What follows belongs to an exercise in optimizing a design on an open flow for small area, a short achievable clock period and few clock cycles per item; a production flow would make more cautious choices. Only simulation tests tie the RTL to the original design; equivalence was not proved.

`design/flow/config.mk`:
```
export PLATFORM = sky130hd
export DESIGN_NAME = cordic
export DESIGN_NICKNAME = cordic
export VERILOG_FILES = /design/flow/design.v
export SDC_FILE = /design/flow/constraint.sdc
export NUM_CORES = 4
export LEC_CHECK = 0
export ABC_AREA = 1
export CAP_MARGIN = 20
export CORE_MARGIN = 2
export CORE_UTILIZATION = 55
export GPL_TIMING_DRIVEN = 1
export SETUP_SLACK_MARGIN = 2.8
export SLEW_MARGIN = 20
```
`design/flow/constraint.sdc`:
```
create_clock -name core_clock -period 6.0 [get_ports {clk}]
set_input_delay 1.2000 -clock core_clock [delete_from_list [all_inputs] [get_ports {clk}]]
set_output_delay 1.2000 -clock core_clock [all_outputs]
set_load 0.01 [all_outputs]
```
`design/flow/design.v`:
```
module rom (
	input  [2:0]  addr,
	output [15:0] q
);
	assign q = (addr == 3'd0) ? 16'ha062 : (addr == 3'd1) ? 16'h04ea :
	           (addr == 3'd2) ? 16'hdbba : (addr == 3'd3) ? 16'h4042 :
	           (addr == 3'd4) ? 16'hbfbe : (addr == 3'd5) ? 16'h2446 :
	           (addr == 3'd6) ? 16'hfb16 : 16'h5f9e;
endmodule
module cordic_core (
	input             clk, rst, en,
	input      [15:0] z,
	input      [15:0] q,
	output     [2:0]  addr,
	output reg        done,
	output     [15:0] x, y
);
	reg               busy;
	reg        [3:0]  m;       
	reg signed [15:0] xr, yr, zr;
	reg               inr;     
	reg               dn;      
	reg        [2:0]  kd;      
	reg        [3:0]  zs;      
	wire accept = en & ~busy;
	wire inr_v  = (zr[15:10] == 6'b000000) | (zr[15:10] == 6'b111111);
	function lt;
		input [15:0] a, c;
		integer i;
		begin
			lt = 1'b0;
			for (i = 0; i < 16; i = i + 1)
				if (c[i] ^ (i == 15))
					lt = ~(a[i] ^ (i == 15)) | lt;
				else
					lt = ~(a[i] ^ (i == 15)) & lt;
		end
	endfunction
	wire d0 = z[15];
	wire d1 = d0 ? lt(z, -16'sd12868) : lt(z, 16'sd12868);
	wire d2 = d0 ? (d1 ? lt(z, -16'sd20464) : lt(z, -16'sd5272))
	             : (d1 ? lt(z,  16'sd5272)  : lt(z,  16'sd20464));
	wire [15:0] x2 = (d1 == d0) ? (d0 ? 16'h136e : 16'h136f) : (d0 ? 16'h3a4c : 16'h3a4b);
	wire [15:0] y2 = d1 ? (d0 ? 16'hc5b5 : 16'h136f) : (d0 ? 16'hec91 : 16'h3a4b);
	wire signed [15:0] yc = yr ^ {16{~dn}};
	wire signed [15:0] xc = xr ^ {16{dn}};
	wire signed [15:0] yc2 = yc >>> 2;
	wire signed [15:0] xc2 = xc >>> 2;
	wire        [15:0] oy = yc2 >>> m;
	wire        [15:0] ox = xc2 >>> m;
	wire        [15:0] qa = ({16{zs[1]}} & 16'h07f5) | ({16{zs[2]}} & 16'h03ff);
	wire        [15:0] oz = zs[0] ? q : (qa ^ {16{~dn}});
	wire               cz = ~zs[0] & ~dn;
	wire        [16:0] sx = {xr, 1'b1} + {oy, ~dn};
	wire        [16:0] sy = {yr, 1'b1} + {ox, dn};
	wire        [16:0] sz = {zr, 1'b1} + {oz, cz};
	always @(posedge clk) begin
		if (accept) begin
			xr <= x2;
			yr <= y2;
			zr <= z;
			dn <= d2;
			m  <= 4'd0;
			zs <= 4'b0001;
		end else begin
			xr <= sx[16:1];
			yr <= sy[16:1];
			zr <= (|zs[2:0]) ? sz[16:1] : {zr[15], zr[13:0], 1'b0};
			m  <= m + 4'd1;
			zs <= {zs[2:0], 1'b0};
			if (|zs[2:0])
				dn <= sz[16];
			else if (zs[3] ? inr_v : inr)
				dn <= ~zr[9];
			else
				dn <= zr[15];
		end
		if (zs[3])
			inr <= inr_v;
		kd <= {d2, d1, d0};    
	end
	always @(posedge clk, posedge rst) begin
		if (rst) begin
			busy <= 1'b0;
			done <= 1'b0;
		end else begin
			busy <= accept | (busy & (m != 4'd12));
			done <= busy & (m == 4'd12);
		end
	end
	assign addr = kd;
	assign x = xr;
	assign y = yr;
endmodule
module cordic (
	input                clk, rst, en,
	output               done,
	input  signed [15:0] z,
	output signed [15:0] x, y
);
	wire [2:0]  rom_addr;
	wire [15:0] rom_data;
	cordic_core u_cordic_core (
		.clk(clk), .rst(rst), .en(en), .z(z),
		.addr(rom_addr), .q(rom_data),
		.done(done), .x(x), .y(y)
	);
	rom u_rom (.addr(rom_addr), .q(rom_data));
endmodule
```
`design/flow/run.sh`:
```
#!/bin/bash
# synth_recipe.tcl (not shown) runs the flow's synth.tcl, then flattens the netlist and writes it again
# the make line also repeats each setting of config.mk as NAME=value (left out here)
make -C /OpenROAD-flow-scripts/flow DESIGN_CONFIG=/design/flow/config.mk WORK_HOME=/design/flow/orfs CLKGATE_MAP_FILE= SYNTH_SCRIPT=/design/flow/synth_recipe.tcl finish
```
==> impl_metrics.json, run 1 <==
{
  "syn_avg_cell_area_um2": 6.335,
  "fillers": 1018,
  "yosysSeqAreaShare_pct": 21.31,
  "finalSetupTns_ps": 0,
  "grt_max_degree": 41,
  "grt-ovfl-total": 0,
  "die_w_um": 108.6,
  "cp-start-kind": "register",
  "clock_latency_ps": 380,
  "cpPeakStageDelay_ps": 400,
  "reg2reg_depth": 17,
  "wirelength_met1_um": 7429,
  "die-area_mm2": 0.01178,
  "antenna_found_initial": 0,
  "cts_max_level": 3,
  "layout-drive-gt1-share_pct": 10.21,
  "wl_met3_um": 1321,
  "areaGrowthSynthToFinish_pct": 19.58,
  "ys_warn_count": 1,
  "cp_data_arrival_time_ps": 3320,
  "syn_area_mm2": 0.006012,
  "vias_per_cell": 5.768,
  "netlist_instances": 949,
  "cts_made_buffers": 9,
  "maxSlewViolCount": 0,
  "routed.top_layer": "met4",
  "syn_nets": 1019,
  "fin_nets": 1084,
  "hold_path_class": "reg2reg",
  "clk_pin_slew_ps": 70,
  "tightest_slew_ps": 631.4,
  "tritoncts": "built",
  "synth.top_cell.area_share_pct": 19.98,
  "root_buffer": "clkbuf_8",
  "slew_headroom_pct": 57.86,
  "clock-sinks": 63,
  "wirelength_um": 18630,
  "rows": 38,
  "track_usage_pct": 31.56,
  "path_cells": "buf_4 -> xor2_4 -> nand2_1 -> o21ai_0 -> nand2_1 -> o21ai_0 -> o21ai_1 -> o21ai_1 -> ha_1 -> nand3_1 -> nand2_1 -> a21boi_2 -> o21ai_2 -> a21oi_2 -> or2_1 -> nand3_1 -> nand2_1",
  "ys_ff_latch": 63,
  "yosys_most_used_dff": "dfxtp_1",
  "first_pass_iters": 5,
  "hold_viol": 0,
  "synthDistinctLibCells": 47,
  "antenna_left": 0,
  "grt_pass1_wl_um": 28890,
  "grt_pass1_vias": 6070,
  "fp.coreArea_mm2": 0.01075,
  "place_hpwl_um": 13510,
  "fin_area_mm2": 0.007189,
  "vias": 6685,
  "max_freq_ghz": 0.3272,
  "post_drt_wl_per_cell_um": 16.07,
  "synthTopCellsByArea": "dfxtp_1 (20%), nand2_1 (16%), ha_1 (10%), o21ai_0 (7.7%), a21oi_1 (7.2%)",
  "dpl_cell_area_mm2": 0.006524,
  "post-route-period-util_pct": 50.94,
  "most-common-layout-cells": "nand2_1 (250), inv_1 (96), o21ai_0 (84), a21oi_1 (82), nor2_1 (73)",
  "maxCapViolCount": 0,
  "criticalPathCategory": "reg2reg",
  "dr_wl_met2_um": 9023,
  "crit_required_ps": 6260,
  "drt-initial-drc-count": 519,
  "route.detailed.drc": 0,
  "fin_skew_ps": 11.99,
  "crit_top_cell": "nand2_1",
  "holdPathStages": 2,
  "outcome": "timing/DRC/antenna clean",
  "path_max_fanout": 8,
  "final_common_cell": "nand2_1",
  "ios": 52,
  "fp.dieH_um": 108.6,
  "final_core_util_pct": 66.91,
  "setup_violations": 0,
  "rsz0062_at_grt": "yes",
  "synth_top_area_cell": "dfxtp_1",
  "min_period_ps": 3057,
  "start_util_pct": 55.95,
  "slowest_stage": "dfxtp_4",
  "antenna_cells": 0,
  "synth_edf_count": 1,
  "hold_ws_ps": 471.9,
  "place_congestion": 0.9523,
  "port_buffers": 51,
  "clock_path_buffers": 2,
  "end_kind": "register",
  "ys_async_sr_fraction_pct": 3.175
}
## state kept, by name, summed over array words and instances, names as in the netlist
name                count
u_cordic_core.zs        4
u_cordic_core.xr       16
u_cordic_core.dn        1
u_cordic_core.inr       1
u_cordic_core.zr       16
u_cordic_core.m         4
u_cordic_core.done      1
u_cordic_core.yr       16
u_cordic_core.kd        3
u_cordic_core.busy      1
## cell type report
| type | count | area (um2) | area share (%) |
|---|---|---|---|
| repair inverters | 2 | 15.01 | 0.2088 |
| well taps | 140 | 175.2 | 2.436 |
| inverters | 101 | 394.1 | 5.482 |
| clock inverters | 3 | 42.54 | 0.5917 |
| repair buffers | 81 | 748.2 | 10.41 |
| flip-flops and latches | 63 | 1297 | 18.05 |
| clock buffers | 13 | 158.9 | 2.210 |
| multi-input cells | 756 | 4358 | 60.62 |
## worst paths after layout
path	startpoint	to	slack, ps
hold / removal	u_cordic_core.zs[2]$_SDFF_PP0_	u_cordic_core.zs[3]$_SDFF_PP0_	470
setup / recovery	u_cordic_core.dn$_DFF_P_	u_cordic_core.yr[9]$_DFF_P_	2940
hold reg to reg	u_cordic_core.zs[2]$_SDFF_PP0_	u_cordic_core.zs[3]$_SDFF_PP0_	470
max in group asynchronous	rst	u_cordic_core.busy$_DFF_PP0_	4920
min in group asynchronous	rst	u_cordic_core.done$_DFF_PP0_	980
setup reg to reg	u_cordic_core.dn$_DFF_P_	u_cordic_core.yr[9]$_DFF_P_	2940
## routing by layer
layer	vias up	track usage [%]
li1	3288	-
met1	3032	37.34
met2	301	53.97
met3	64	5.666
met4	0	16.94
met5	-	0
## critical path, delay by kind of cell (launching register included)
kind,cells,cell delay [ps]
compound gates,7,1030
simple gates,7,770
fa+ha+maj,1,370
flops,1,400
buf+inv,1,170
xor+xnor,1,210
## Yosys cell counts, types with 5 or more instances
master    instances
a21oi_1          86
a22oi_1          13
buf_2            15
clkbuf_1          8
dfxtp_1          60
ha_1             48
inv_1            98
mux2i_1           5
nand2_1         250
nand3_1          47
nand3b_1          7
nand4_1           7
nor2_1           76
nor3_1            5
o211ai_1          6
o21ai_0          93
o21ai_1          23
o21ai_2           7
o21bai_1          6
or2_2             5
xnor2_1          24
xor2_1           20
## kinds of logic after synthesis
logic type | after synthesis | share of synthesized area, %
multiplexers | 5 | 0.8325
XOR/XNOR | 45 | 6.681
AND/OR/NAND/NOR | 403 | 27.51
flip-flops | 63 | 21.31
adder cells (fa/ha/maj) | 51 | 10.99
AO/OA/AOI/OAI | 252 | 23.33
buffers and inverters | 130 | 9.344
## repair_timing
item | in CTS | in global routing
gates cloned | 2 | 0
resized for setup | 13 | 47
endpoints found under the setup margin | 41 | 31
pin swaps | 0 | 3
buffers inserted | 9 | 20
hold buffers | 0 | 0
## stage by stage
stage,worst slack [ps],cells
after global placement,1849,1112
after detailed placement,1784,1112
after CTS,2798,1139
after global routing,2736,1159
final,2943,1159
after floorplan,3299,949
Testbench counts, summed over its fixed seeds: cycles 33,600, items 2,400.
==> inputs of run 2 (changes only) <==
--- a/design/flow/config.mk
+++ b/design/flow/config.mk
@@ -10,3 +10,3 @@
 export CORE_MARGIN = 2
-export CORE_UTILIZATION = 55
+export CORE_UTILIZATION = 60
 export GPL_TIMING_DRIVEN = 1
==> run 2 against run 1 <==
Still clean on timing, DRC and antenna. Final cell count down 0.95%. First-iteration DRC count down 5.0%. Via count about the same. Clock-buffer cell count unchanged. Die area down 8.0%. Non-clock buffer count down 5. Critical path type unchanged. Highest routed layer unchanged.
==> impl_metrics.json, run 2 <==
{
  "max_freq_ghz": 0.3259,
  "setup_ws_ps": 2932,
  "clock_latency_ps": 370,
  "r2r_setup_slack_ps": 2930,
  "clock_path_buffers": 2,
  "ys_async_sr_fraction_pct": 3.175,
  "synthTopCellsByArea": "dfxtp_1 (20%), nand2_1 (16%), ha_1 (10%), o21ai_0 (7.7%), a21oi_1 (7.2%)",
  "maxSlewViolCount": 0,
  "synth.top_cell.area_share_pct": 19.98,
  "fin_nets": 1080,
  "post-route-period-util_pct": 51.13,
  "yosysSeqAreaShare_pct": 21.31,
  "post_drt_wl_per_cell_um": 15.95,
  "fillers": 850,
  "biggestRegsByFlops": "u_cordic_core.xr: 16 flops, u_cordic_core.yr: 16 flops, u_cordic_core.zr: 16 flops",
  "antenna_found_initial": 0,
  "tritoncts": "built",
  "worstReg2RegEnd": "u_cordic_core.xr[11]$_DFF_P_",
  "yosys_most_used_dff": "dfxtp_1",
  "outcome": "timing/DRC/antenna clean",
  "hold_viol": 0,
  "grt_pass1_vias": 6277,
  "clock-sinks": 63,
  "grt_max_degree": 41,
  "crit_required_ps": 6260,
  "cts_max_level": 3,
  "dpl.cell_count": 1106,
  "hold_path_class": "reg2reg",
  "cp_data_arrival_time_ps": 3330,
  "r2r_start": "u_cordic_core.dn$_DFF_P_",
  "syn_area_mm2": 0.006012,
  "die-area_mm2": 0.01084,
  "path_max_fanout": 9,
  "end_kind": "register",
  "fp.dieH_um": 104.1,
  "ys_ff_latch": 63,
  "areaGrowthSynthToFinish_pct": 18.11,
  "vias_per_cell": 5.827,
  "cp-startpoint": "u_cordic_core.dn$_DFF_P_",
  "netlist_instances": 949,
  "syn_nets": 1019,
  "critPathCapture": "u_cordic_core.xr[11]$_DFF_P_",
  "rsz0062_at_grt": "yes",
  "dpl_cell_area_mm2": 0.006523,
  "dpl_worst_slack_ps": 1860,
  "reg2reg_depth": 19,
  "root_buffer": "clkbuf_8",
  "cts_made_buffers": 9,
  "cp-start-kind": "register",
  "setup_violations": 0,
  "port_buffers": 51,
  "place_hpwl_um": 13420,
  "most-common-layout-cells": "nand2_1 (249), inv_1 (96), a21oi_1 (85), o21ai_0 (82), nor2_1 (75)",
  "place_congestion": 0.9472,
  "wirelength_um": 18320,
  "fin_area_mm2": 0.007101,
  "grt_pass1_wl_um": 29530,
  "final_cells": 1148,
  "route.detailed.drc": 0,
  "start_util_pct": 61.79,
  "syn_avg_cell_area_um2": 6.335,
  "final_common_cell": "nand2_1",
  "clk_pin_slew_ps": 70,
  "maxCapViolCount": 0,
  "synth_edf_count": 1,
  "tightest_slew_ps": 646.7,
  "fin_skew_ps": 11.39,
  "vias": 6689,
  "min_period_ps": 3068,
  "hold_buffers": 0,
  "ios": 52,
  "antenna_left": 0,
  "synthDistinctLibCells": 47,
  "first_pass_iters": 5,
  "finalSetupTns_ps": 0,
  "fp.coreArea_mm2": 0.009729,
  "layout-drive-gt1-share_pct": 8.276,
  "track_usage_pct": 33.39,
  "drt-initial-drc-count": 493,
  "antenna_cells": 0,
  "rows": 36,
  "criticalPathCategory": "reg2reg",
  "ys_warn_count": 1,
  "grt-ovfl-total": 0,
  "die_w_um": 104.1,
  "synth_common_cells": "nand2_1 (250), inv_1 (98), o21ai_0 (93), a21oi_1 (86), nor2_1 (76)",
  "slew_headroom_pct": 56.84,
  "synth_most_common_cell": "nand2_1",
  "synth_top_area_cell": "dfxtp_1"
}
run 2: routing by layer:
layer  GRT usage, %  up-vias  wire (um)
met5              0        -          0
met4          14.58        0        658
met3          4.699       60       1188
met2          59.82      278       9220
met1          39.62     3069       7247
li1               -     3282          -
run 2: worst min path at each step:
stage,slack (ps),cells past startpoint,startpoint,to
after global routing,480,2,u_cordic_core.zs[1]$_SDFF_PP0_,u_cordic_core.zs[2]$_SDFF_PP0_
after floorplan,430,2,u_cordic_core.zs[2]$_SDFF_PP0_,u_cordic_core.zs[3]$_SDFF_PP0_
after CTS,460,2,u_cordic_core.zs[1]$_SDFF_PP0_,u_cordic_core.zs[2]$_SDFF_PP0_
final,470,2,u_cordic_core.zs[1]$_SDFF_PP0_,u_cordic_core.zs[2]$_SDFF_PP0_
after detailed placement,450,2,u_cordic_core.zs[1]$_SDFF_PP0_,u_cordic_core.zs[2]$_SDFF_PP0_
after global placement,450,2,u_cordic_core.zs[1]$_SDFF_PP0_,u_cordic_core.zs[2]$_SDFF_PP0_
run 2: metrics by stage:
step	util (%)	hold slack [ps]
floorplan	-	431.1
global placement	67.04	445.7
detailed placement	67.04	449.0
CTS	70.69	464.2
global route	72.98	483.9
finish	72.98	466.9
run 2: worst max-delay path: stages, from the launching register on:
cell and delay [ps]:
dfxtp_4 400, buf_4 190, xnor2_4 230, nand2_1 90
o21ai_1 140, nand2_1 70, o21ai_0 120, o21ai_1 150
o21ai_1 190, ha_1 300, a21oi_1 210, o21ai_2 110
nand2_1 70, nand2_1 130, a21oi_2 190, inv_1 50
nand2_1 70, nand3b_1 90, nand3_1 100, nand2_1 50
run 2: kinds of logic (layout without fill, tap and decap cells):
family,count (synthesis),after routing,synth area share (%)
AND/OR/NAND/NOR,403,403,27.51
flip-flops,63,63,21.31
XOR/XNOR,45,45,6.681
multiplexers,5,5,0.8325
adder cells (fa/ha/maj),51,51,10.99
buffers and inverters,130,196,9.344
AO/OA/AOI/OAI,252,252,23.33
run 2: repair_timing:
action,in CTS,in global routing
setup buffers,7,16
setup endpoints to repair,39,32
cloned,3,0
pin swaps,0,2
resized for setup,19,27
run 2: area by class of cell:
class,instances,area (um2),area share (%)
repair inverters,3,22.52,0.3172
flip-flops and latches,63,1295,18.24
inverters,101,396.6,5.586
repair buffers,76,720.7,10.15
well taps,133,166.4,2.344
clock buffers,13,168.9,2.379
clock inverters,3,65.06,0.9163
multi-input cells,756,4265,60.07
==> inputs of run 3 (changes only) <==
--- a/design/flow/config.mk
+++ b/design/flow/config.mk
@@ -11,2 +11,4 @@
 export CORE_UTILIZATION = 60
+export CTS_BUF_LIST = sky130_fd_sc_hd__clkbuf_4 sky130_fd_sc_hd__clkbuf_8
+export CTS_CLUSTER_SIZE = 32
 export GPL_TIMING_DRIVEN = 1
==> run 3 against run 2 <==
Highest routed layer unchanged. Flip-flop and latch count is the same. First-iteration DRC count is the same. Synthesized cell count is the same. Register-to-register slack is essentially flat. Synthesized area is the same. Largest cell class unchanged. Critical path type unchanged. Global-route usage is the same. Core utilization is essentially flat. Worst hold slack is essentially flat. Critical path depth is the same.
==> impl_metrics.json, run 3 <==
{
  "outcome": "timing/DRC/antenna clean",
  "grt_pass1_wl_um": 29530,
  "track_usage_pct": 33.39,
  "yosysSeqAreaShare_pct": 21.31,
  "port_buffers": 51,
  "ys_ff_latch": 63,
  "rsz0062_at_grt": "yes",
  "ios": 52,
  "clk_pin_slew_ps": 70,
  "end_kind": "register",
  "place_hpwl_um": 13420,
  "antenna_found_initial": 0,
  "rows": 36,
  "synthDistinctLibCells": 47,
  "critPathCapture": "u_cordic_core.xr[11]$_DFF_P_",
  "path_buf_inv": 2,
  "drt-initial-drc-count": 493,
  "r2r_start": "u_cordic_core.dn$_DFF_P_",
  "cp_top_family": "compound AO/OA/AOI/OAI gates",
  "yosys_most_used_dff": "dfxtp_1",
  "areaGrowthSynthToFinish_pct": 18.17,
  "cp-start-kind": "register",
  "synth_most_common_cell": "nand2_1",
  "ys_async_sr_fraction_pct": 3.175,
  "clock_latency_ps": 370,
  "post_drt_wl_per_cell_um": 15.96,
  "hold_viol": 0,
  "criticalPathCategory": "reg2reg",
  "slowest_stage": "dfxtp_4",
  "synth.top_cell.area_share_pct": 19.98,
  "maxCapViolCount": 0,
  "cts_made_buffers": 9,
  "synth_common_cells": "nand2_1 (250), inv_1 (98), o21ai_0 (93), a21oi_1 (86), nor2_1 (76)",
  "path_cells": "buf_4 -> xnor2_4 -> nand2_1 -> o21ai_1 -> nand2_1 -> o21ai_0 -> o21ai_1 -> o21ai_1 -> ha_1 -> a21oi_1 -> o21ai_2 -> nand2_1 -> nand2_1 -> a21oi_2 -> inv_1 -> nand2_1 -> nand3b_1 -> nand3_1 -> nand2_1",
  "syn_avg_cell_area_um2": 6.335,
  "synth_edf_count": 1,
  "antenna_cells": 0,
  "cp_data_arrival_time_ps": 3330,
  "fin_skew_ps": 11.51,
  "synthTopCellsByArea": "dfxtp_1 (20%), nand2_1 (16%), ha_1 (10%), o21ai_0 (7.7%), a21oi_1 (7.2%)",
  "tightest_slew_ps": 646.7,
  "reg2reg_depth": 19,
  "die_w_um": 104.1,
  "clock-sinks": 63,
  "post-route-period-util_pct": 51.09,
  "setup_violations": 0,
  "syn_nets": 1019,
  "netlist_instances": 949,
  "vias_per_cell": 5.838,
  "fin_nets": 1080,
  "finalSetupTns_ps": 0,
  "biggestRegsByFlops": "u_cordic_core.xr: 16 flops, u_cordic_core.yr: 16 flops, u_cordic_core.zr: 16 flops",
  "r2r_setup_slack_ps": 2930,
  "clock_path_buffers": 2,
  "grt_max_degree": 41,
  "hp-start": "u_cordic_core.zs[1]$_SDFF_PP0_",
  "slew_headroom_pct": 56.84,
  "most-common-layout-cells": "nand2_1 (249), inv_1 (96), a21oi_1 (85), o21ai_0 (82), nor2_1 (75)",
  "cp-startpoint": "u_cordic_core.dn$_DFF_P_",
  "max_freq_ghz": 0.3262,
  "start_util_pct": 61.79,
  "worstReg2RegEnd": "u_cordic_core.xr[11]$_DFF_P_",
  "syn_area_mm2": 0.006012,
  "path_max_fanout": 9,
  "antenna_left": 0,
  "wirelength_um": 18320,
  "hold_path_class": "reg2reg",
  "tritoncts": "built",
  "final_common_cell": "nand2_1",
  "synth_top_area_cell": "dfxtp_1",
  "fp.coreArea_mm2": 0.009729,
  "layout-drive-gt1-share_pct": 8.374,
  "ys_warn_count": 1,
  "grt-ovfl-total": 0,
  "maxSlewViolCount": 0,
  "min_period_ps": 3065,
  "die-area_mm2": 0.01084,
  "grt_pass1_vias": 6277,
  "crit_cells": 19,
  "route.detailed.drc": 0,
  "crit_top_cell": "nand2_1",
  "fp.dieH_um": 104.1,
  "root_buffer": "clkbuf_8",
  "hold_ws_ps": 466.9,
  "first_pass_iters": 5,
  "crit_required_ps": 6260,
  "vias": 6702,
  "cpPeakStageDelay_ps": 400,
  "place_congestion": 0.9472,
  "cts_max_level": 3
}
[run 3: cell counts after synthesis]
Identical to the previous run, type by type.
[run 3: kinds of logic after synthesis]
group,count (synthesis),synth area share (%)
AND/OR/NAND/NOR,403,27.51
multiplexers,5,0.8325
XOR/XNOR,45,6.681
flip-flops,63,21.31
adder cells (fa/ha/maj),51,10.99
AO/OA/AOI/OAI,252,23.33
buffers and inverters,130,9.344
[run 3: area by class of cell]
cell class                 count  area, um2
clock buffer                  13      172.7
clock inverter                 3      65.06
fill                         848       2625
inverter                     101      396.6
multi-input combinational    756       4265
sequential                    63       1295
tap                          133      166.4
timing repair buffer          76      720.7
timing repair inverter         3      22.52
[run 3: worst min path at each step]
stage | cells after the start | slack [ps] | to
6_report | 2 | 470 | u_cordic_core.zs[2]$_SDFF_PP0_
5_1_grt | 2 | 480 | u_cordic_core.zs[2]$_SDFF_PP0_
4_1_cts | 2 | 460 | u_cordic_core.zs[2]$_SDFF_PP0_
3_5_place_dp | 2 | 450 | u_cordic_core.zs[2]$_SDFF_PP0_
3_3_place_gp | 2 | 450 | u_cordic_core.zs[2]$_SDFF_PP0_
2_1_floorplan | 2 | 430 | u_cordic_core.zs[3]$_SDFF_PP0_
[run 3: layer usage]
layer	track usage, %	up-vias	wire [um]
met1	39.62	3068	7245
met2	59.82	282	9192
met5	0	-	0
met3	4.699	67	1198
met4	14.58	0	681
li1	-	3285	-
[run 3: tightest hold or removal path: stages (launching register included)]
cell     delay (ps)
dfxtp_1         340
inv_1            60
nor2_1           30
[run 3: per-stage QoR]
stage	std cells	setup slack, ps	cell area (um2)	util, %
4_1_cts	1132	2798	6882	70.73
6_report	1148	2935	7104	73.02
5_1_grt	1148	2652	7104	73.02
2_1_floorplan	949	3299	6012	-
3_5_place_dp	1106	1860	6523	67.04
3_3_place_gp	1106	1955	6523	67.04
[run 3: what timing repair did]
item / 4_1_cts / 5_1_grt
hold buffers: 0 / 0
buffers inserted: 7 / 16
cloned: 3 / 0
pin swaps: 0 / 2
setup endpoints to repair: 39 / 32
gates resized for setup: 19 / 27
==> inputs of run 4 (changes only) <==
==> design/flow/config.mk (replaced) <==
export PLATFORM = sky130hd
export DESIGN_NAME = cordic
export DESIGN_NICKNAME = cordic
export VERILOG_FILES = /design/flow/design.v
export SDC_FILE = /design/flow/constraint.sdc
export NUM_CORES = 4
export LEC_CHECK = 0
export ABC_AREA = 1
export CAP_MARGIN = 0
export CORE_MARGIN = 2
export CORE_UTILIZATION = 60
export GPL_TIMING_DRIVEN = 1
export SETUP_SLACK_MARGIN = 2.8
export SLEW_MARGIN = 0
==> run 4 against run 3 <==
Die area stayed put. Final cell count did not move. Still clean. Clock skew barely moved.
==> impl_metrics.json, run 4 <==
{
  "outcome": "timing/DRC/antenna clean",
  "first_pass_iters": 5,
  "path_max_fanout": 9,
  "hold_path_class": "reg2reg",
  "clock_latency_ps": 370,
  "fp.dieH_um": 104.1,
  "synth_compound_area_share_pct": 23.33,
  "clk_pin_slew_ps": 70,
  "hp-start": "u_cordic_core.zs[1]$_SDFF_PP0_",
  "grt_max_degree": 41,
  "fp.coreArea_mm2": 0.009729,
  "synth.top_cell.area_share_pct": 19.98,
  "ys_warn_count": 1,
  "syn_avg_cell_area_um2": 6.335,
  "hold_viol": 0,
  "setup_ws_ps": 2932,
  "max_freq_ghz": 0.3259,
  "start_util_pct": 61.79,
  "final_common_cell": "nand2_1",
  "yosys_most_used_dff": "dfxtp_1",
  "hold_buffers": 0,
  "antenna_found_initial": 0,
  "antenna_cells": 0,
  "place_hpwl_um": 13420,
  "cp-start-kind": "register",
  "drt-initial-drc-count": 493,
  "vias_per_cell": 5.827,
  "r2r_setup_slack_ps": 2930,
  "syn_nets": 1019,
  "ys_ff_latch": 63,
  "ys_async_sr_fraction_pct": 3.175,
  "synth_common_cells": "nand2_1 (250), inv_1 (98), o21ai_0 (93), a21oi_1 (86), nor2_1 (76)",
  "synth_top_area_cell": "dfxtp_1",
  "ios": 52,
  "areaGrowthSynthToFinish_pct": 18.11,
  "grt-ovfl-total": 0,
  "setup_violations": 0,
  "netlist_instances": 949,
  "muxShareOfSynthArea_pct": 0.8325,
  "multiInputGateArea_mm2": 0.004265,
  "fin_nets": 1080,
  "track_usage_pct": 33.39,
  "worstReg2RegEnd": "u_cordic_core.xr[11]$_DFF_P_",
  "grt_pass1_wl_um": 29530,
  "min_period_ps": 3068,
  "reg2reg_depth": 19,
  "synthDistinctLibCells": 47,
  "grt_pass1_vias": 6277,
  "synth_top_family_by_area": "simple AND/OR/NAND/NOR gates",
  "wirelength_um": 18320,
  "synth_xor_xnor_area_share_pct": 6.681,
  "cp_data_arrival_time_ps": 3330,
  "cts_max_level": 3,
  "cts_made_buffers": 9,
  "dpl_worst_slack_ps": 1860,
  "post-route-period-util_pct": 51.13,
  "die-area_mm2": 0.01084,
  "layout-drive-gt1-share_pct": 8.276,
  "maxSlewViolCount": 0,
  "synth_most_common_cell": "nand2_1",
  "port_buffers": 51,
  "place_congestion": 0.9472,
  "slew_headroom_pct": 56.84,
  "synth-simple-area-share_pct": 27.51,
  "root_buffer": "clkbuf_8",
  "holdPathStages": 2,
  "vias": 6689,
  "synthTopCellsByArea": "dfxtp_1 (20%), nand2_1 (16%), ha_1 (10%), o21ai_0 (7.7%), a21oi_1 (7.2%)",
  "end_kind": "register",
  "syn_area_mm2": 0.006012,
  "fin_skew_ps": 11.39,
  "tightest_slew_ps": 646.7,
  "route.detailed.drc": 0,
  "yosysSeqAreaShare_pct": 21.31,
  "r2r_start": "u_cordic_core.dn$_DFF_P_",
  "die_w_um": 104.1,
  "criticalPathCategory": "reg2reg",
  "crit_required_ps": 6260,
  "rsz0062_at_grt": "yes",
  "biggestRegsByFlops": "u_cordic_core.xr: 16 flops, u_cordic_core.yr: 16 flops, u_cordic_core.zr: 16 flops",
  "finalSetupTns_ps": 0,
  "clock_path_buffers": 2,
  "rows": 36,
  "final-seq-area_mm2": 0.001295,
  "fillers": 850,
  "maxCapViolCount": 0,
  "antenna_left": 0,
  "post_drt_wl_per_cell_um": 15.95,
  "min_to": "u_cordic_core.zs[2]$_SDFF_PP0_",
  "synth_edf_count": 1,
  "clock-sinks": 63,
  "tritoncts": "built",
  "synth_fa_ha_area_share_pct": 10.99,
  "most-common-layout-cells": "nand2_1 (249), inv_1 (96), a21oi_1 (85), o21ai_0 (82), nor2_1 (75)"
}
## run 4: cell counts after synthesis
No cell type changed its count.
## run 4: logic make-up after synthesis
kind of cell	Yosys count
and+or+nand+nor	403
muxes	5
buffers and inverters	130
AOI/OAI and AO/OA	252
xor gates and xnor gates	45
adders and majority gates	51
DFF	63
## run 4: metrics by stage
step           instances  hold slack (ps)  utilization (%)  area, um2
5_1_grt             1148            483.9            72.98       7101
3_5_place_dp        1106            449.0            67.04       6523
3_3_place_gp        1106            445.7            67.04       6523
4_1_cts             1132            464.2            70.69       6878
6_report            1148            466.9            72.98       7101
2_1_floorplan        949            431.1                -       6012
## run 4: cell type report
type,count,area share (%)
Sequential cell,63,18.24
Clock buffer,13,2.379
Timing Repair Buffer,76,10.15
Inverter,101,5.586
Multi-Input combinational cell,756,60.07
Clock inverter,3,0.9163
Timing Repair inverter,3,0.3172
Tap cell,133,2.344
## run 4: timing repair
| item | 4_1_cts | 5_1_grt |
|---|---|---|
| setup endpoints to repair | 39 | 32 |
| gates cloned | 3 | 0 |
| pin swaps | 0 | 2 |
| buffers inserted | 7 | 16 |
| resized for setup | 19 | 27 |
## run 4: layer usage
metal / share of wire (%) / GRT usage [%]
met4: 3.6 / 14.58
met5: 0 / 0
met3: 6.5 / 4.699
met2: 50 / 59.82
met1: 40 / 39.62
## run 4: worst max path at each step
stage                                       start                            to  slack [ps]  cells past startpoint
floorplan                u_cordic_core.dn$_DFF_P_   u_cordic_core.yr[9]$_DFF_P_        3300                     18
global placement    u_cordic_core.m[0]$_SDFF_PP0_  u_cordic_core.xr[11]$_DFF_P_        1950                     16
detailed placement  u_cordic_core.m[0]$_SDFF_PP0_  u_cordic_core.xr[11]$_DFF_P_        1860                     16
CTS                      u_cordic_core.dn$_DFF_P_  u_cordic_core.xr[11]$_DFF_P_        2800                     18
global route             u_cordic_core.dn$_DFF_P_   u_cordic_core.xr[8]$_DFF_P_        2650                     18
finish                   u_cordic_core.dn$_DFF_P_  u_cordic_core.xr[11]$_DFF_P_        2930                     19
## run 4: critical path, cell delays in order (launching register included)
cell and delay (ps):
dfxtp_4 400, buf_4 190, xnor2_4 230, nand2_1 90
o21ai_1 140, nand2_1 70, o21ai_0 120, o21ai_1 150
o21ai_1 190, ha_1 300, a21oi_1 210, o21ai_2 110
nand2_1 70, nand2_1 130, a21oi_2 190, inv_1 50
nand2_1 70, nand3b_1 90, nand3_1 100, nand2_1 50
==> inputs of run 5 (changes only) <==
==> design/flow/flow/run.sh (new file) <==
#!/bin/bash
# The standard layout (the standard.sh, standard synthesis unchanged),
# with the port buffers that global placement inserts made of the smallest
# buffer cell instead of the resizer's default pick. Every input and output
# port still gets its own buffer.
set -e
cp standard.sh standard.sh.log
export BUFFER_PORTS_ARGS="-buffer_cell sky130_fd_sc_hd__buf_1"
bash standard.sh > standard.log 2>&1
==> design/flow/standard.sh (new file) <==
#!/bin/bash
# synth_recipe.tcl (not shown) runs the flow's synth.tcl, then flattens the netlist and writes it again
# the make line also repeats each setting of config.mk as NAME=value (left out here)
make -C /OpenROAD-flow-scripts/flow DESIGN_CONFIG=/design/flow/config.mk WORK_HOME=/design/flow/orfs CLKGATE_MAP_FILE= SYNTH_SCRIPT=/design/flow/synth_recipe.tcl "${@:-finish}"
--- a/design/flow/config.mk
+++ b/design/flow/config.mk
@@ -8,3 +8,3 @@
 export ABC_AREA = 1
-export CAP_MARGIN = 0
+export CAP_MARGIN = 20
 export CORE_MARGIN = 2
@@ -12,3 +12,3 @@
 export GPL_TIMING_DRIVEN = 1
-export SETUP_SLACK_MARGIN = 2.8
-export SLEW_MARGIN = 0
+export SETUP_SLACK_MARGIN = 2.7
+export SLEW_MARGIN = 20
removed: design/flow/run.sh
==> run 5 against run 4 <==
Synthesized area unchanged. Synthesized cell count unchanged. Critical path depth decreased by 1. Clock skew about the same. Clock-buffer cell count fell by 2. Register-to-register slack worse by 60 ps.
==> impl_metrics.json, run 5 <==
{
  "biggestRegsByFlops": "u_cordic_core.xr: 16 flops, u_cordic_core.yr: 16 flops, u_cordic_core.zr: 16 flops",
  "root_buffer": "clkbuf_8",
  "min_to": "u_cordic_core.zs[2]$_SDFF_PP0_",
  "fp.coreArea_mm2": 0.009729,
  "antenna_left": 0,
  "worstReg2RegEnd": "u_cordic_core.xr[11]$_DFF_P_",
  "max_freq_ghz": 0.3193,
  "synth_common_cells": "nand2_1 (250), inv_1 (98), o21ai_0 (93), a21oi_1 (86), nor2_1 (76)",
  "tritoncts": "built",
  "place_hpwl_um": 13270,
  "clk_pin_slew_ps": 80,
  "syn_avg_cell_area_um2": 6.335,
  "yosysSeqAreaShare_pct": 21.31,
  "path_max_fanout": 14,
  "slew_headroom_pct": 28.12,
  "die_w_um": 104.1,
  "ys_async_sr_fraction_pct": 3.175,
  "wirelength_um": 17470,
  "synthDistinctLibCells": 47,
  "vias_per_cell": 5.765,
  "drt-initial-drc-count": 484,
  "fp.dieH_um": 104.1,
  "areaGrowthSynthToFinish_pct": 11.51,
  "final_cells": 1146,
  "dpl.cell_count": 1106,
  "cts_made_buffers": 9,
  "hold_path_class": "reg2reg",
  "synth_edf_count": 1,
  "synthTopCellsByArea": "dfxtp_1 (20%), nand2_1 (16%), ha_1 (10%), o21ai_0 (7.7%), a21oi_1 (7.2%)",
  "crit_required_ps": 6250,
  "cts_max_level": 3,
  "most-common-layout-cells": "nand2_1 (250), inv_1 (96), o21ai_0 (88), a21oi_1 (85), nor2_1 (75)",
  "reg2reg_depth": 18,
  "setup_violations": 0,
  "final_common_cell": "nand2_1",
  "rows": 36,
  "maxCapViolCount": 0,
  "r2r_setup_slack_ps": 2870,
  "fillers": 916,
  "route.detailed.drc": 0,
  "ys_ff_latch": 63,
  "vias": 6607,
  "criticalPathCategory": "reg2reg",
  "fin_nets": 1078,
  "grt_max_degree": 41,
  "fin_skew_ps": 11.71,
  "start_util_pct": 61.79,
  "hold_viol": 0,
  "netlist_instances": 949,
  "grt_pass1_wl_um": 28640,
  "post-route-period-util_pct": 52.20,
  "antenna_cells": 0,
  "ys_warn_count": 1,
  "synth.top_cell.area_share_pct": 19.98,
  "layout-drive-gt1-share_pct": 7.897,
  "die-area_mm2": 0.01084,
  "syn_area_mm2": 0.006012,
  "first_pass_iters": 5,
  "synth_top_area_cell": "dfxtp_1",
  "maxSlewViolCount": 0,
  "place_congestion": 0.9525,
  "yosys_most_used_dff": "dfxtp_1",
  "tightest_slew_ps": 1074,
  "clock_path_buffers": 2,
  "end_kind": "register",
  "antenna_found_initial": 0,
  "grt-ovfl-total": 0,
  "outcome": "timing/DRC/antenna clean",
  "cp-start-kind": "register",
  "rsz0062_at_grt": "yes",
  "post_drt_wl_per_cell_um": 15.24,
  "hp-start": "u_cordic_core.zs[1]$_SDFF_PP0_",
  "ios": 52,
  "synth_most_common_cell": "nand2_1",
  "final-seq-area_mm2": 0.001296,
  "clock-sinks": 63,
  "syn_nets": 1019,
  "cp_data_arrival_time_ps": 3390,
  "clock_latency_ps": 370,
  "final_core_util_pct": 68.90,
  "track_usage_pct": 32.26,
  "multiInputGateArea_mm2": 0.004239,
  "r2r_start": "u_cordic_core.m[0]$_SDFF_PP0_",
  "port_buffers": 51,
  "holdPathStages": 2,
  "grt_pass1_vias": 6031,
  "min_period_ps": 3132,
  "finalSetupTns_ps": 0
}
[run 5: changes by cell type in the layout (fill, tap and decap cells not counted), moves of 3 or more]
cell	delta
o21ai_0	+6
xnor2_2	-3
xor2_2	+3
o21ai_1	-6
buf_1	+51
clkdlybuf4s50_1	-51
xnor2_1	+3
[run 5: worst max-delay path by stage]
| stage | start | end | slack [ps] |
|---|---|---|---|
| after floorplan | u_cordic_core.dn$_DFF_P_ | u_cordic_core.yr[9]$_DFF_P_ | 3300 |
| final | u_cordic_core.m[0]$_SDFF_PP0_ | u_cordic_core.xr[11]$_DFF_P_ | 2870 |
| after detailed placement | u_cordic_core.m[0]$_SDFF_PP0_ | u_cordic_core.xr[13]$_DFF_P_ | 1900 |
| after global routing | u_cordic_core.m[0]$_SDFF_PP0_ | u_cordic_core.yr[12]$_DFF_P_ | 2630 |
| after CTS | u_cordic_core.dn$_DFF_P_ | u_cordic_core.xr[13]$_DFF_P_ | 2680 |
| after global placement | u_cordic_core.m[0]$_SDFF_PP0_ | u_cordic_core.xr[11]$_DFF_P_ | 1930 |
[run 5: logic make-up (layout without fill, tap and decap cells)]
logic type | count (synthesis) | count (layout) | share of synthesized area (%)
and+or+nand+nor | 403 | 403 | 27.51
AOI/OAI and AO/OA | 252 | 252 | 23.33
buffers and inverters | 130 | 194 | 9.344
DFF | 63 | 63 | 21.31
adders and majority gates | 51 | 51 | 10.99
xor gates and xnor gates | 45 | 45 | 6.681
muxes | 5 | 5 | 0.8325
[run 5: layer usage]
metal,up-vias,track usage [%],share of wire (%)
met5,-,0,0
met4,0,11.78,3.1
met3,37,3.571,5.6
met2,245,59.07,50
met1,3051,38.74,41
li1,3274,-,-
[run 5: critical path, stage by stage, from the launching register on]
cell,delay [ps]
dfxtp_4,460
clkinvlp_4,190
buf_4,190
o21ai_0,260
o21ai_0,190
o221ai_1,190
o21ai_0,160
ha_1,370
nand2_1,90
o21ai_2,180
nand2_1,80
nand2_1,180
a21oi_2,100
inv_1,60
nand2_1,60
nand2_1,70
nand2_1,60
nand3_1,70
nand2_1,60
[run 5: through the flow]
stage	instance area [um2]	setup slack [ps]	hold WS, ps
2_1_floorplan	6012	3299	431.1
3_3_place_gp	6203	1934	448.2
3_5_place_dp	6203	1904	451.2
4_1_cts	6449	2682	464.9
5_1_grt	6704	2625	506.3
6_report	6704	2868	466.6
[run 5: what timing repair did]
action                     in CTS  in global routing
gates cloned                    2                  0
hold buffers                    0                  0
pin swaps                       0                  4
resized for setup              13                 23
setup endpoints to repair      32                 25
buffers inserted                0                 22
[run 5: area by class of cell]
class	instances	area share, %
sequential	63	19.34
tap	133	2.482
timing repair inverter	2	0.2240
clock inverter	5	0.8399
multi-input combinational	756	63.23
clock buffer	11	2.258
timing repair buffer	75	5.786
inverter	101	5.842
==> inputs of run 6 (changes only) <==
--- a/design/flow/config.mk
+++ b/design/flow/config.mk
@@ -11,4 +11,5 @@
 export CORE_UTILIZATION = 60
+export GPL_ROUTABILITY_DRIVEN = 0
 export GPL_TIMING_DRIVEN = 1
-export SETUP_SLACK_MARGIN = 2.7
+export SETUP_SLACK_MARGIN = 2.8
 export SLEW_MARGIN = 20
==> run 6 against run 5 <==
Still clean. Maximum frequency rose by 1.5%. Non-clock buffer count fell by 4. Register-to-register slack improved by 50 ps. Synthesized area did not move. Sequential share of layout area fell by 0.17 points. Largest cell class unchanged.
==> impl_metrics.json, run 6 <==
{
  "most-common-layout-cells": "nand2_1 (248), inv_1 (95), a21oi_1 (82), o21ai_0 (80), nor2_1 (75)",
  "grt.met1_usage_pct": 37.81,
  "hold_viol": 0,
  "max_freq_ghz": 0.3243,
  "path_cells": "clkbuf_4 -> xnor2_1 -> nand2_1 -> o21ai_1 -> o21ai_0 -> nand2_1 -> o21ai_1 -> o21ai_0 -> inv_1 -> ha_1 -> nand2_1 -> nor2_2 -> nand3_1 -> nand3_1 -> nand3_1 -> nand2_1 -> xor2_1 -> o21ai_0",
  "vias_per_cell": 5.742,
  "end_kind": "register",
  "place_hpwl_um": 12880,
  "vias": 6563,
  "syn_avg_cell_area_um2": 6.335,
  "wirelength_um": 17630,
  "cp_data_arrival_time_ps": 3320,
  "track_usage_pct": 31.61,
  "yosys_most_used_dff": "dfxtp_1",
  "min_to": "u_cordic_core.zs[3]$_SDFF_PP0_",
  "crit_top_cell": "nand2_1",
  "biggestRegsByFlops": "u_cordic_core.xr: 16 flops, u_cordic_core.yr: 16 flops, u_cordic_core.zr: 16 flops",
  "synth_fa_ha_area_share_pct": 10.99,
  "root_buffer": "clkbuf_8",
  "synthTopCellsByArea": "dfxtp_1 (20%), nand2_1 (16%), ha_1 (10%), o21ai_0 (7.7%), a21oi_1 (7.2%)",
  "final_cells": 1143,
  "ios": 52,
  "synth_edf_count": 1,
  "synth_top_family_by_area": "simple AND/OR/NAND/NOR gates",
  "path_max_fanout": 6,
  "post_drt_wl_per_cell_um": 15.42,
  "holdPathStages": 2,
  "synth_most_common_cell": "nand2_1",
  "clock-sinks": 63,
  "antenna_found_initial": 0,
  "grt_max_degree": 41,
  "first_pass_iters": 7,
  "fin_skew_ps": 11.24,
  "grtUsageMet2_pct": 55.78,
  "use_met3_pct": 5.451,
  "die_w_um": 104.1,
  "hold_path_class": "reg2reg",
  "clk_pin_slew_ps": 80,
  "tightest_slew_ps": 1046,
  "synth-simple-area-share_pct": 27.51,
  "port_buffers": 51,
  "synth_common_cells": "nand2_1 (250), inv_1 (98), o21ai_0 (93), a21oi_1 (86), nor2_1 (76)",
  "ys_ff_latch": 63,
  "start_util_pct": 61.79,
  "maxSlewViolCount": 0,
  "dpl.cell_count": 1106,
  "clock_path_buffers": 2,
  "cpPeakStageDelay_ps": 380,
  "synth_top_area_cell": "dfxtp_1",
  "drt-initial-drc-count": 448,
  "antenna_left": 0,
  "rsz0062_at_grt": "yes",
  "reg2reg_depth": 18,
  "rows": 36,
  "slowest_stage": "dfxtp_4",
  "route.detailed.drc": 0,
  "crit_required_ps": 6240,
  "grt-ovfl-total": 0,
  "grt_pass1_vias": 5953,
  "tritoncts": "built",
  "muxShareOfSynthArea_pct": 0.8325,
  "r2r_start": "u_cordic_core.dn$_DFF_P_",
  "synthDistinctLibCells": 47,
  "fp.coreArea_mm2": 0.009729,
  "synth.top_cell.area_share_pct": 19.98,
  "slew_headroom_pct": 30.00,
  "worstReg2RegEnd": "u_cordic_core.yr[12]$_DFF_P_",
  "syn_area_mm2": 0.006012,
  "ys_async_sr_fraction_pct": 3.175,
  "maxCapViolCount": 0,
  "fp.dieH_um": 104.1,
  "antenna_cells": 0,
  "outcome": "timing/DRC/antenna clean",
  "synth_compound_area_share_pct": 23.33,
  "final_core_util_pct": 69.46,
  "finalSetupTns_ps": 0,
  "grt-busiest-layer": "met2",
  "areaGrowthSynthToFinish_pct": 12.40,
  "cts_made_buffers": 9,
  "min_period_ps": 3084,
  "post-route-period-util_pct": 51.40,
  "cp-start-kind": "register",
  "synth_xor_xnor_area_share_pct": 6.681,
  "yosysSeqAreaShare_pct": 21.31,
  "die-area_mm2": 0.01084,
  "netlist_instances": 949,
  "setup_violations": 0,
  "fin_nets": 1075,
  "final_common_cell": "nand2_1",
  "clock_latency_ps": 360,
  "cts_max_level": 3,
  "criticalPathCategory": "reg2reg",
  "syn_nets": 1019,
  "hp-start": "u_cordic_core.zs[2]$_SDFF_PP0_",
  "hold_buffers": 0,
  "grt_pass1_wl_um": 28090,
  "r2r_setup_slack_ps": 2920,
  "layout-drive-gt1-share_pct": 8.614,
  "ys_warn_count": 1
}
==> run 6: critical path: cells and delay by family, from the launching register on <==
family	cells	cell delay [ps]
adders and majority gates	1	350
buffers and inverters	2	260
DFF	1	380
AOI/OAI and AO/OA	5	680
xor gates and xnor gates	2	360
and+or+nand+nor	8	940
==> run 6: worst max path at each step <==
stage	startpoint	end	slack (ps)	cells past startpoint
2_1_floorplan	u_cordic_core.dn$_DFF_P_	u_cordic_core.yr[9]$_DFF_P_	3300	18
3_3_place_gp	u_cordic_core.m[0]$_SDFF_PP0_	u_cordic_core.xr[11]$_DFF_P_	1980	16
3_5_place_dp	u_cordic_core.m[0]$_SDFF_PP0_	u_cordic_core.xr[11]$_DFF_P_	1930	16
4_1_cts	u_cordic_core.m[0]$_SDFF_PP0_	u_cordic_core.xr[11]$_DFF_P_	2810	16
5_1_grt	u_cordic_core.dn$_DFF_P_	u_cordic_core.xr[11]$_DFF_P_	2720	20
6_report	u_cordic_core.dn$_DFF_P_	u_cordic_core.yr[12]$_DFF_P_	2920	18
==> run 6: cell families after synthesis <==
family,after synthesis
AOI/OAI and AO/OA,252
and+or+nand+nor,403
buffers and inverters,130
adders and majority gates,51
muxes,5
DFF,63
xor gates and xnor gates,45
==> run 6: per-layer routing <==
metal | vias to the layer above | wire length [um]
li1 | 3282 | -
met1 | 2966 | 7259
met2 | 262 | 8662
met3 | 53 | 1045
met4 | 0 | 658
met5 | - | 0
==> run 6: layout make-up <==
type                       instances  area (um2)
multi-input combinational        756        4298
fill                             920        2972
sequential                        63        1295
inverter                         101       394.1
timing repair buffer              71       366.6
tap                              133       166.4
clock buffer                      12       145.1
clock inverter                     4       70.07
timing repair inverter             3       22.52
==> run 6: through the flow <==
stage,hold WS (ps),worst slack (ps),cell area (um2)
after detailed placement,456.8,1925,6203
final,471.0,2916,6758
after global placement,449.4,1983,6203
after CTS,468.8,2812,6491
after global routing,503.2,2725,6758
after floorplan,431.1,3299,6012
==> run 6: repair_timing <==
action	in CTS	in global routing
resized for setup	15	41
endpoints found under the setup margin	35	25
pin swaps	0	6
buffers inserted	3	15
cloned	3	0
==> inputs of run 7 (changes only) <==
--- a/design/flow/config.mk
+++ b/design/flow/config.mk
@@ -11,4 +11,4 @@
 export CORE_UTILIZATION = 60
-export GPL_ROUTABILITY_DRIVEN = 0
 export GPL_TIMING_DRIVEN = 1
+export PLACE_DENSITY = 0.7
 export SETUP_SLACK_MARGIN = 2.8
==> run 7 against run 6 <==
Maximum frequency is 0.67% higher. Clock-buffer cell count is 1 lower. Final cell count is 0.70% higher. Flip-flop and latch count stayed put. Non-clock buffer count is 9 higher. Die area stayed put. First-iteration DRC count is 15% higher. Core utilization is 0.82 points higher.
==> impl_metrics.json, run 7 <==
{
  "cp-start-kind": "register",
  "vias_per_cell": 5.800,
  "hold_path_class": "reg2reg",
  "rows": 36,
  "clock_latency_ps": 370,
  "start_util_pct": 61.79,
  "final_core_util_pct": 70.28,
  "antenna_left": 0,
  "layout-drive-gt1-share_pct": 9.627,
  "crit_required_ps": 6260,
  "ys_warn_count": 1,
  "synth_common_cells": "nand2_1 (250), inv_1 (98), o21ai_0 (93), a21oi_1 (86), nor2_1 (76)",
  "antenna_cells": 0,
  "finalSetupTns_ps": 0,
  "root_buffer": "clkbuf_8",
  "min_period_ps": 3063,
  "track_usage_pct": 32.37,
  "clock_path_buffers": 2,
  "grt_pass1_vias": 6077,
  "fp.coreArea_mm2": 0.009729,
  "biggestRegsByFlops": "u_cordic_core.xr: 16 flops, u_cordic_core.yr: 16 flops, u_cordic_core.zr: 16 flops",
  "cp_data_arrival_time_ps": 3320,
  "tightest_slew_ps": 1094,
  "syn_avg_cell_area_um2": 6.335,
  "fin_nets": 1083,
  "first_pass_iters": 5,
  "crit_top_cell": "nand2_1",
  "place_hpwl_um": 13270,
  "clk_pin_slew_ps": 80,
  "ios": 52,
  "fin_skew_ps": 7.580,
  "post-route-period-util_pct": 51.06,
  "maxCapViolCount": 0,
  "end_kind": "register",
  "cpPeakStageDelay_ps": 470,
  "cts_made_buffers": 9,
  "synth.top_cell.area_share_pct": 19.98,
  "synthDistinctLibCells": 47,
  "outcome": "timing/DRC/antenna clean",
  "vias": 6676,
  "synth_top_area_cell": "dfxtp_1",
  "post_drt_wl_per_cell_um": 15.66,
  "grt_pass1_wl_um": 28750,
  "setup_violations": 0,
  "fp.dieH_um": 104.1,
  "syn_nets": 1019,
  "most-common-layout-cells": "nand2_1 (248), inv_1 (96), a21oi_1 (84), o21ai_0 (82), nor2_1 (74)",
  "drt-initial-drc-count": 517,
  "max_freq_ghz": 0.3264,
  "path_cells": "buf_6 -> xnor2_1 -> nand2_1 -> o21ai_1 -> nand2_1 -> o21ai_0 -> o21ai_1 -> o21ai_1 -> ha_1 -> a21oi_1 -> nand2_2 -> a21oi_4 -> o21ai_2 -> inv_1 -> nor2_1 -> nor2_1 -> nand2_1 -> nand3_1 -> nand2_1",
  "yosys_most_used_dff": "dfxtp_1",
  "wirelength_um": 18020,
  "ys_ff_latch": 63,
  "synth_edf_count": 1,
  "ys_async_sr_fraction_pct": 3.175,
  "slew_headroom_pct": 26.80,
  "tritoncts": "built",
  "clock-sinks": 63,
  "cp_top_family": "compound AO/OA/AOI/OAI gates",
  "yosysSeqAreaShare_pct": 21.31,
  "areaGrowthSynthToFinish_pct": 13.74,
  "die-area_mm2": 0.01084,
  "criticalPathCategory": "reg2reg",
  "die_w_um": 104.1,
  "final_common_cell": "nand2_1",
  "grt-ovfl-total": 0,
  "netlist_instances": 949,
  "cts_max_level": 3,
  "place_congestion": 0.9525,
  "hold_viol": 0,
  "synthTopCellsByArea": "dfxtp_1 (20%), nand2_1 (16%), ha_1 (10%), o21ai_0 (7.7%), a21oi_1 (7.2%)",
  "grt_max_degree": 41,
  "slowest_stage": "dfxtp_4",
  "syn_area_mm2": 0.006012,
  "route.detailed.drc": 0,
  "synth_most_common_cell": "nand2_1",
  "path_max_fanout": 7,
  "port_buffers": 51,
  "antenna_found_initial": 0,
  "maxSlewViolCount": 0,
  "rsz0062_at_grt": "yes",
  "path_buf_inv": 2
}
[run 7: changes by cell type in the layout (fill, tap and decap cells not counted), moves of 3 or more]
cell / previous run / this run
o21ai_1: 33 / 29
xnor2_1: 23 / 20
xnor2_2: 1 / 4
buf_4: 17 / 26
[run 7: final cells by class]
type                       count  area (um2)
tap                          133       166.4
sequential                    63        1296
clock buffer                  11       151.4
multi-input combinational    756        4315
timing repair inverter         2       15.01
timing repair buffer          80       442.9
fill                         899        2892
inverter                     101       394.1
clock inverter                 5       56.30
[run 7: timing repair]
item,4_1_cts,5_1_grt
pin swaps,0,6
cloned,2,1
buffers inserted,6,20
hold endpoints to repair,0,0
hold buffers,0,0
gates resized for setup,15,41
setup endpoints to repair,36,22
[run 7: final timing paths]
path,from,to,slack (ps),cells past startpoint
worst min-delay path,u_cordic_core.zs[1]$_SDFF_PP0_,u_cordic_core.zs[2]$_SDFF_PP0_,470,2
worst max register to register,u_cordic_core.dn$_DFF_P_,u_cordic_core.xr[8]$_DFF_P_,2940,19
worst min register to register,u_cordic_core.zs[1]$_SDFF_PP0_,u_cordic_core.zs[2]$_SDFF_PP0_,470,2
min in group asynchronous,rst,u_cordic_core.done$_DFF_PP0_,650,2
max in group asynchronous,rst,u_cordic_core.busy$_DFF_PP0_,5240,2
worst max-delay path,u_cordic_core.dn$_DFF_P_,u_cordic_core.xr[8]$_DFF_P_,2940,19
[run 7: per-layer routing]
layer / vias up / track usage [%] / wire, um
met5: - / 0 / 0
met4: 0 / 12.36 / 657
met3: 49 / 3.571 / 898
met2: 241 / 59.12 / 9061
met1: 3094 / 38.80 / 7405
li1: 3292 / - / -
[run 7: kinds of logic after synthesis]
logic type      after synthesis  synth area share (%)
mux                           5                0.8325
flops                        63                 21.31
xor+xnor                     45                 6.681
compound gates              252                 23.33
simple gates                403                 27.51
fa+ha+maj                    51                 10.99
buf+inv                     130                 9.344
[run 7: per-stage QoR]
stage	instances	hold WS (ps)	worst slack, ps	cell area, um2
6_report	1151	466.5	2937	6838
5_1_grt	1151	505.2	2713	6838
2_1_floorplan	949	431.1	3299	6012
3_5_place_dp	1106	451.2	1904	6203
4_1_cts	1130	464.9	2803	6506
3_3_place_gp	1106	448.2	1934	6203
[run 7: worst register-to-register path, delay by kind of cell, from the launching register on]
kind,cells,cell delay (ps)
adder cells (fa/ha/maj),1,320
buffers and inverters,2,270
AO/OA/AOI/OAI,7,1130
flip-flops,1,470
XOR/XNOR,1,170
AND/OR/NAND/NOR,8,590
==> inputs of run 8 (changes only) <==
--- a/design/flow/config.mk
+++ b/design/flow/config.mk
@@ -12,3 +12,2 @@
 export GPL_TIMING_DRIVEN = 1
-export PLACE_DENSITY = 0.7
 export SETUP_SLACK_MARGIN = 2.8
==> run 8 against run 7 <==
Clock skew did not move. Clock-buffer cell count unchanged. Final cell count stayed put. Highest routed layer unchanged.
==> impl_metrics.json, run 8 <==
{
  "outcome": "timing/DRC/antenna clean",
  "cpPeakStageDelay_ps": 470,
  "netlist_instances": 949,
  "slowest_stage": "dfxtp_4",
  "final_common_cell": "nand2_1",
  "clock_latency_ps": 370,
  "areaGrowthSynthToFinish_pct": 13.74,
  "port_buffers": 51,
  "setup_violations": 0,
  "clock-sinks": 63,
  "synth_common_cells": "nand2_1 (250), inv_1 (98), o21ai_0 (93), a21oi_1 (86), nor2_1 (76)",
  "holdPathStages": 2,
  "path_cells": "buf_6 -> xnor2_1 -> nand2_1 -> o21ai_1 -> nand2_1 -> o21ai_0 -> o21ai_1 -> o21ai_1 -> ha_1 -> a21oi_1 -> nand2_2 -> a21oi_4 -> o21ai_2 -> inv_1 -> nor2_1 -> nor2_1 -> nand2_1 -> nand3_1 -> nand2_1",
  "grt_max_degree": 41,
  "cp_data_arrival_time_ps": 3320,
  "criticalPathCategory": "reg2reg",
  "final_core_util_pct": 70.28,
  "track_usage_pct": 32.37,
  "drt-initial-drc-count": 517,
  "synthDistinctLibCells": 47,
  "hp-start": "u_cordic_core.zs[1]$_SDFF_PP0_",
  "wirelength_um": 18020,
  "clk_pin_slew_ps": 80,
  "reg2reg_depth": 19,
  "crit_top_cell": "nand2_1",
  "cts_max_level": 3,
  "fin_nets": 1083,
  "yosys_most_used_dff": "dfxtp_1",
  "start_util_pct": 61.79,
  "end_kind": "register",
  "ys_ff_latch": 63,
  "synthTopCellsByArea": "dfxtp_1 (20%), nand2_1 (16%), ha_1 (10%), o21ai_0 (7.7%), a21oi_1 (7.2%)",
  "path_max_fanout": 7,
  "grt_pass1_vias": 6077,
  "synth.top_cell.area_share_pct": 19.98,
  "min_period_ps": 3063,
  "cp-startpoint": "u_cordic_core.dn$_DFF_P_",
  "die-area_mm2": 0.01084,
  "most-common-layout-cells": "nand2_1 (248), inv_1 (96), a21oi_1 (84), o21ai_0 (82), nor2_1 (74)",
  "syn_avg_cell_area_um2": 6.335,
  "tritoncts": "built",
  "antenna_cells": 0,
  "slew_headroom_pct": 26.80,
  "biggestRegsByFlops": "u_cordic_core.xr: 16 flops, u_cordic_core.yr: 16 flops, u_cordic_core.zr: 16 flops",
  "cp-start-kind": "register",
  "cp_top_family": "compound AO/OA/AOI/OAI gates",
  "antenna_found_initial": 0,
  "post-route-period-util_pct": 51.06,
  "fp.coreArea_mm2": 0.009729,
  "crit_required_ps": 6260,
  "cts_made_buffers": 9,
  "syn_area_mm2": 0.006012,
  "place_hpwl_um": 13270,
  "antenna_left": 0,
  "yosysSeqAreaShare_pct": 21.31,
  "path_buf_inv": 2,
  "hold_path_class": "reg2reg",
  "ys_warn_count": 1,
  "route.detailed.drc": 0,
  "tightest_slew_ps": 1094,
  "maxSlewViolCount": 0,
  "maxCapViolCount": 0,
  "post_drt_wl_per_cell_um": 15.66,
  "root_buffer": "clkbuf_8",
  "vias_per_cell": 5.800,
  "layout-drive-gt1-share_pct": 9.627,
  "fin_skew_ps": 7.580,
  "ios": 52,
  "clock_path_buffers": 2,
  "rows": 36,
  "synth_most_common_cell": "nand2_1",
  "first_pass_iters": 5,
  "crit_cells": 19,
  "fp.dieH_um": 104.1,
  "synth_top_area_cell": "dfxtp_1",
  "hold_viol": 0,
  "place_congestion": 0.9525,
  "vias": 6676,
  "grt-ovfl-total": 0,
  "ys_async_sr_fraction_pct": 3.175,
  "r2r_start": "u_cordic_core.dn$_DFF_P_",
  "die_w_um": 104.1,
  "rsz0062_at_grt": "yes",
  "synth_edf_count": 1,
  "syn_nets": 1019,
  "max_freq_ghz": 0.3264,
  "finalSetupTns_ps": 0,
  "grt_pass1_wl_um": 28750
}
-- run 8: cell counts after synthesis --
Identical to the previous run, type by type.
-- run 8: worst paths after layout --
path | to | slack, ps
worst max-delay path | u_cordic_core.xr[8]$_DFF_P_ | 2940
worst min register to register | u_cordic_core.zs[2]$_SDFF_PP0_ | 470
worst max register to register | u_cordic_core.xr[8]$_DFF_P_ | 2940
min in group asynchronous | u_cordic_core.done$_DFF_PP0_ | 650
max in group asynchronous | u_cordic_core.busy$_DFF_PP0_ | 5240
worst min-delay path | u_cordic_core.zs[2]$_SDFF_PP0_ | 470
-- run 8: area by class of cell --
class                           count  area (um2)
Clock buffer                       11       151.4
Clock inverter                      5       56.30
Fill cell                         899        2892
Inverter                          101       394.1
Multi-Input combinational cell    756        4315
Sequential cell                    63        1296
Tap cell                          133       166.4
Timing Repair Buffer               80       442.9
Timing Repair inverter              2       15.01
-- run 8: what timing repair did --
action,CTS,global route
setup buffers,6,20
endpoints found under the setup margin,36,22
resized for setup,15,41
gates cloned,2,1
hold buffers,0,0
pin swaps,0,6
-- run 8: logic make-up (layout without fill, tap and decap cells) --
| logic type | count (synthesis) | in the layout | share of synthesized area (%) |
|---|---|---|---|
| XOR/XNOR | 45 | 45 | 6.681 |
| buffers and inverters | 130 | 199 | 9.344 |
| AND/OR/NAND/NOR | 403 | 403 | 27.51 |
| flip-flops | 63 | 63 | 21.31 |
| AO/OA/AOI/OAI | 252 | 252 | 23.33 |
| adder cells (fa/ha/maj) | 51 | 51 | 10.99 |
| multiplexers | 5 | 5 | 0.8325 |
-- run 8: metrics by stage --
| step | setup slack [ps] | hold slack [ps] | cell area [um2] | instances |
|---|---|---|---|---|
| global route | 2713 | 505.2 | 6838 | 1151 |
| CTS | 2803 | 464.9 | 6506 | 1130 |
| detailed placement | 1904 | 451.2 | 6203 | 1106 |
| floorplan | 3299 | 431.1 | 6012 | 949 |
| finish | 2937 | 466.5 | 6838 | 1151 |
| global placement | 1934 | 448.2 | 6203 | 1106 |
-- run 8: tightest hold or removal path: cells and delay by family, from the launching register on --
| kind | cells | cell delay (ps) |
|---|---|---|
| buf+inv | 1 | 60 |
| flops | 1 | 340 |
| simple gates | 1 | 40 |
-- run 8: metal layers --
metal  global-route usage, %  vias to the layer above  share of wire, %
li1                        -                     3292                 -
met1                   38.80                     3094                41
met2                   59.12                      241                50
met3                   3.571                       49               5.0
met4                   12.36                        0               3.6
met5                       0                        -                 0

afterwards: timing with drivers on the ports:
In the flow no input, the clock included, has a driving cell. The finished layouts below were timed again as built, in two steps.
Step 1: set_driving_cell puts a clkbuf_16 on clk and a buf_2 on each other input, an assumption about the parent block.
Step 2 also shifts input and output timing later by t, the mid clock arrival at the registers, as if the neighbouring blocks saw the same clock.
a / b / c = ideal / step 1 / step 2; a / b = the first two.
run | t, ns | slack for setup (ns) | hold WS [ns]
run 1 | 0.415 | 2.943 / 2.943 / 2.642 | 0.472 / 0.472 / 0.472
run 2 | 0.401 | 2.932 / 2.932 / 2.601 | 0.467 / 0.467 / 0.467
run 3 | 0.401 | 2.935 / 2.935 / 2.600 | 0.467 / 0.467 / 0.467
run 4 | 0.401 | 2.932 / 2.932 / 2.601 | 0.467 / 0.467 / 0.467
run 5 | 0.394 | 2.868 / 2.868 / 2.635 | 0.467 / 0.467 / 0.467
run 6 | 0.398 | 2.916 / 2.916 / 2.714 | 0.471 / 0.471 / 0.471
run 7 | 0.397 | 2.937 / 2.937 / 2.632 | 0.466 / 0.466 / 0.466
run 8 | 0.397 | 2.937 / 2.937 / 2.632 | 0.466 / 0.466 / 0.466
After both steps setup and hold are still met in every run listed. The setup slack of run 3, which loses most, moves by 0.000 ns with the drivers and by -0.335 ns with both steps.
